This is an optimization exercise on Yosys and OpenROAD, whose aim is small area, a short achievable clock period and few clock cycles, not a production implementation. RTL that was checked went through simulation tests only; none was proved equivalent to the original. Power figures rest on the tool's default switching activity, not on a simulated workload.

Setup of v6:
// top
module top(
	input clk, rst_n,
	output [5:0] mem_raddr,
	input [31:0] mem_rdata,
	output mem_we,
	output [5:0] mem_waddr,
	output [31:0] mem_wdata
);
Size: about 4400 cells after synthesis, about 79 I/O pins.
Settings: LEC_CHECK=0, ABC_CLOCK_PERIOD_IN_PS=3000, CAP_MARGIN=20, CORE_MARGIN=2, CORE_UTILIZATION=25, PLACE_DENSITY=0.45, SETUP_SLACK_MARGIN=5, SLEW_MARGIN=20; clock period 10.0 ns.
standard.sh (not shown) runs the stock make flow with config.mk's settings and CLKGATE_MAP_FILE= SYNTH_SCRIPT=/design/flow/synth_recipe.tcl, a recipe that flattens the netlist after the stock synthesis.
==> flow/flow/run.sh <==
#!/bin/bash
set -euo pipefail
bash standard.sh synth > synth.log 2>&1
bash standard.sh SETUP_SLACK_MARGIN=6.8 finish > layout.log 2>&1
v6 was carried through to the last stage, and its layout satisfied the timing, DRC and antenna checks.
Edits applied to the flow inputs when going from v6 to v7:
==> flow/flow/run.sh <==
#!/bin/bash
set -euo pipefail
bash standard.sh synth > synth.log 2>&1
bash standard.sh SETUP_SLACK_MARGIN=6.65 finish > layout.log 2>&1
Notes after the runs:
- Side by side, clock network fraction of total power turned out higher in v7 than in v6.
- Going from v6 to v7, clock network power consumption grew by a few percent.
- Going from v6 to v7, count of plain and timing-repair buffers in the layout grows by 42.
- Setup slack after layout: v7 and v6 compared, lower one is v7
- Hold slack of v6 is on par with v7.
- Global-route total usage across every layer (lower): v6
- Compared with v6, total vias in the final route in v7 increased by a few percent.
- From v6 to v7 the numbers moved as follows: critical path depth now sits higher; maximum operating frequency now sits lower; number of standard cells in the layout, taps in and fillers out now sits higher; area added between synthesis and finish now sits higher.
No functional check of the RTL was part of any run of this note.


top, a different RTL version from the one above (not shown whole).
Size in the first run: roughly 4300 cells after synthesis, about 1400 flip-flops, about 79 I/O pins.
Design top, start of the top module:
module top(
	input clk, rst_n,
	output [5:0] mem_raddr,
	input [31:0] mem_rdata,
	output mem_we,
	output [5:0] mem_waddr,
	output [31:0] mem_wdata
);
==> flow/config.mk <==
export PLATFORM = sky130hd
export DESIGN_NAME = top
export DESIGN_NICKNAME = top
export VERILOG_FILES = /design/flow/design.v
export SDC_FILE = /design/flow/constraint.sdc
export NUM_CORES = 8
export LEC_CHECK = 0
export ABC_CLOCK_PERIOD_IN_PS = 3000
export CAP_MARGIN = 20
export CORE_MARGIN = 2
export CORE_UTILIZATION = 25
export PLACE_DENSITY = 0.45
export SETUP_SLACK_MARGIN = 5
export SLEW_MARGIN = 20
==> flow/constraint.sdc <==
create_clock -name core_clock -period 10.0 [get_ports {clk}]
set_input_delay 2.0000 -clock core_clock [delete_from_list [all_inputs] [get_ports {clk}]]
set_output_delay 2.0000 -clock core_clock [all_outputs]
set_load 0.01 [all_outputs]
==> flow/flow/run.sh <==
#!/bin/bash
set -euo pipefail
bash standard.sh synth > synth.log 2>&1
bash standard.sh SETUP_SLACK_MARGIN=6.8 \
  "CTS_ARGS=-sink_clustering_enable -repair_clock_nets -dont_use_dummy_load -sink_clustering_size 20 -sink_clustering_max_diameter 120" \
  POST_GLOBAL_ROUTE_TCL=$PWD/flow/post_grt.tcl \
  finish > layout.log 2>&1
==> flow/flow/post_grt.tcl <==
# A second round of setup repair on global-route parasitics, before detailed
# routing (same margin as the standard round).
log_cmd global_route -start_incremental
repair_timing_helper -setup
log_cmd detailed_placement
log_cmd global_route -end_incremental
log_cmd estimate_parasitics -global_routing
report_worst_slack -max
Testbench counts at the start, summed over its fixed seeds: cycles 18,334.
==> next run, changes <==
==> flow/flow/run.sh (replaced) <==
#!/bin/bash
set -euo pipefail
bash standard.sh synth > synth.log 2>&1
bash standard.sh SETUP_SLACK_MARGIN=7.2 finish > layout.log 2>&1
removed: flow/flow/post_grt.tcl
What happened: Die area is unchanged. Cell count climbs by 4.3%. Design area climbs by 8.6%.
==> next run, changes <==
==> flow/flow/run.sh (replaced) <==
#!/bin/bash
set -euo pipefail
bash standard.sh synth > synth.log 2>&1
bash standard.sh SETUP_SLACK_MARGIN=6.8 \
  "BUFFER_PORTS_ARGS=-buffer_cell sky130_fd_sc_hd__buf_4" \
  "CTS_ARGS=-sink_clustering_enable -repair_clock_nets -dont_use_dummy_load -sink_clustering_size 20 -sink_clustering_max_diameter 120" \
  finish > layout.log 2>&1
Effect: Sequential share of layout area is higher by 4.7 points; clock power is lower by 40%; design area is lower by 8.4%; non-clock buffer count is lower by 139; worst setup slack degrades by 0.060 ns; count of clock-buffer cells in the layout is lower by 126; total power is lower by 18%.
==> next run, changes <==
==> flow/flow/run.sh (replaced) <==
#!/bin/bash
set -euo pipefail
bash standard.sh synth > synth.log 2>&1
bash standard.sh SETUP_SLACK_MARGIN=6.5 finish > layout.log 2>&1
Outcome: Non-clock buffer count is lower by 90. Final area is higher by 0.97%. Setup slack degrades by 0.23 ns. Sequential power is higher by about 0.5%. Power is higher by 6.8%. Die area stays the same. Clock power is higher by 74%.


Setup of run 1:
top again, from the RTL that the note above started with.
Settings: LEC_CHECK=0, ABC_CLOCK_PERIOD_IN_PS=3000, CAP_MARGIN=20, CORE_MARGIN=2, CORE_UTILIZATION=25, GPL_ROUTABILITY_DRIVEN=0, PLACE_DENSITY=0.45, SETUP_SLACK_MARGIN=5, SLEW_MARGIN=20; clock period 10.0 ns.
==> flow/flow/run.sh <==
#!/bin/bash
set -euo pipefail
bash standard.sh synth > synth.log 2>&1
bash standard.sh SETUP_SLACK_MARGIN=6.8 \
  "CTS_ARGS=-sink_clustering_enable -repair_clock_nets -dont_use_dummy_load -sink_clustering_size 20 -sink_clustering_max_diameter 120" \
  finish > layout.log 2>&1
Testbench counts of run 1, summed over its fixed seeds: cycles 18,334.
#### Input delta (run 2 over run 1)
==> flow/flow/run.sh <==
#!/bin/bash
set -euo pipefail
bash standard.sh synth > synth.log 2>&1
bash standard.sh SETUP_SLACK_MARGIN=6.8 \
  "CTS_ARGS=-sink_clustering_enable -repair_clock_nets -dont_use_dummy_load -sink_clustering_buffer sky130_fd_sc_hd__clkbuf_8" \
  finish > layout.log 2>&1
diff --git a/flow/config.mk b/flow/config.mk
--- a/flow/config.mk
+++ b/flow/config.mk
@@ -11,3 +11,2 @@
 export CORE_UTILIZATION = 25
-export GPL_ROUTABILITY_DRIVEN = 0
 export PLACE_DENSITY = 0.45
==> notes.md <==
Remaining antenna violation count essentially unchanged between run 1 and run 2.
Comparing run 2 and run 1, area overhead of the layout relative to synthesis is lower on run 1.
Via count came out higher on run 2 than on run 1.
When run 2 is measured against run 1, its worst-case setup margin in the final layout turns out 0.043 ns higher.
Diff run 1..run 2 | area occupied by multi-input gates | negligible
Re post-CTS repair timing setup buffer count: run 2 and run 1 aren't equal, and the lower value belongs to run 1.
The following lists how run 3 was set up differently from run 2:
==> flow/flow/run.sh <==
#!/bin/bash
set -euo pipefail
bash standard.sh synth > synth.log 2>&1
bash standard.sh SETUP_SLACK_MARGIN=6.8 finish > layout.log 2>&1
diff --git a/flow/config.mk b/flow/config.mk
--- a/flow/config.mk
+++ b/flow/config.mk
@@ -11,2 +11,5 @@
 export CORE_UTILIZATION = 25
+export CTS_BUF_LIST = sky130_fd_sc_hd__clkbuf_4 sky130_fd_sc_hd__clkbuf_8 sky130_fd_sc_hd__clkbuf_16
+export CTS_CLUSTER_DIAMETER = 50
+export CTS_CLUSTER_SIZE = 20
 export PLACE_DENSITY = 0.45
- Comparing non-clock buffer count for run 3 and run 2, the bigger number came from run 2.
- Run comparison: run 2 first element of the critical path mem_rdata[30]; run 3 first element of the critical path we_q
- On run 3: minimum clock period after layout is 0.019 ns higher than what run 2 gave.
- From run 2 to run 3 the numbers moved as follows: portion of the clock cycle consumed by the worst path in the final layout saw an increase; total power went up; met3 layer wire length in the routed design has decreased.
- Run 2 vs run 3, end of the critical path: raddr_q[5] vs mem_we
- The worst setup path category comes out in -> reg in one run and reg -> out in the other, namely in run 2 and run 3 respectively.
### run 3 -> run 4
==> flow/flow/run.sh <==
#!/bin/bash
set -euo pipefail
bash standard.sh synth > synth.log 2>&1
bash standard.sh SETUP_SLACK_MARGIN=6.8 \
  "CTS_ARGS=-sink_clustering_enable -repair_clock_nets -dont_use_dummy_load -sink_clustering_size 20 -sink_clustering_max_diameter 120" \
  finish > layout.log 2>&1
diff --git a/flow/config.mk b/flow/config.mk
--- a/flow/config.mk
+++ b/flow/config.mk
@@ -10,7 +10,4 @@
 export CORE_MARGIN = 2
-export CORE_UTILIZATION = 25
-export CTS_BUF_LIST = sky130_fd_sc_hd__clkbuf_4 sky130_fd_sc_hd__clkbuf_8 sky130_fd_sc_hd__clkbuf_16
-export CTS_CLUSTER_DIAMETER = 50
-export CTS_CLUSTER_SIZE = 20
-export PLACE_DENSITY = 0.45
+export CORE_UTILIZATION = 35
+export PLACE_DENSITY = 0.55
 export SETUP_SLACK_MARGIN = 5
==> notes.md <==
Taking run 3 as the reference point, the logic gate share of total power of run 4 rises by 3.5 points.
Measured against run 4, the first-pass GRT wire length of run 3 comes out at 1.07 times the reference value.
Run 4: all stages complete, timing, DRC and antenna checks passed
Higher fraction of area in multi-input gates was reported by run 4, not run 3.
[run 4] fill cell instance count of the final layout fell 7905 relative to run 3
Of run 3 and run 4, the run reporting the higher routing usage on met1 was run 4.
Cmp run 3 and run 4 / measured slew at the worst slew-check pin / higher: run 4
Total placed instance area: run 4 vs run 3 down 1200 µm²

==> static timing again, ports no longer ideal <==
In the flow no input, the clock included, has a driving cell. The finished layouts below were timed again as built, in two steps. Step 1: set_driving_cell puts a clkbuf_16 on clk and a buf_2 on each other input, an assumption about the parent block. Step 2 moves the port delays by t, midway between the first and last clock arrival at a register: inputs arrive t later, outputs are due t later. That takes back most of the time a late clock gives input paths. Three values: ideal ports, drivers, drivers and shift; two values: the first two.
run	t (ns)	setup WS [ns]	worst setup path at the end	slew at the worst register clock pin (ns)
v6	0.906	6.517 / 6.490 / 5.747	input to register	0.07 / 0.07
v7	0.915	6.506 / 6.482 / 5.745	input to register	0.07 / 0.07
the first run of note 2	0.810	6.614 / 6.600 / 5.929	input to register	0.10 / 0.10
the second run of note 2	0.909	6.618 / 6.517 / 5.922	input to register	0.07 / 0.07
the third run of note 2	0.821	6.559 / 6.559 / 5.906	input to register	0.10 / 0.10
the fourth run of note 2	0.905	6.326 / 6.390 / 5.484	input to register	0.07 / 0.07
run 1	0.807	6.606 / 6.594 / 5.867	input to register	0.10 / 0.10
run 2	0.892	6.649 / 6.549 / 5.837	input to register	0.07 / 0.07
run 3	0.907	6.629 / 6.537 / 5.857	input to register	0.08 / 0.08
run 4	0.812	6.591 / 6.591 / 5.866	input to register	0.10 / 0.10
After both steps every run listed still meets setup and hold. The setup slack of the fourth run of note 2, which loses most, moves by +0.064 ns with the drivers and by -0.842 ns with both steps.
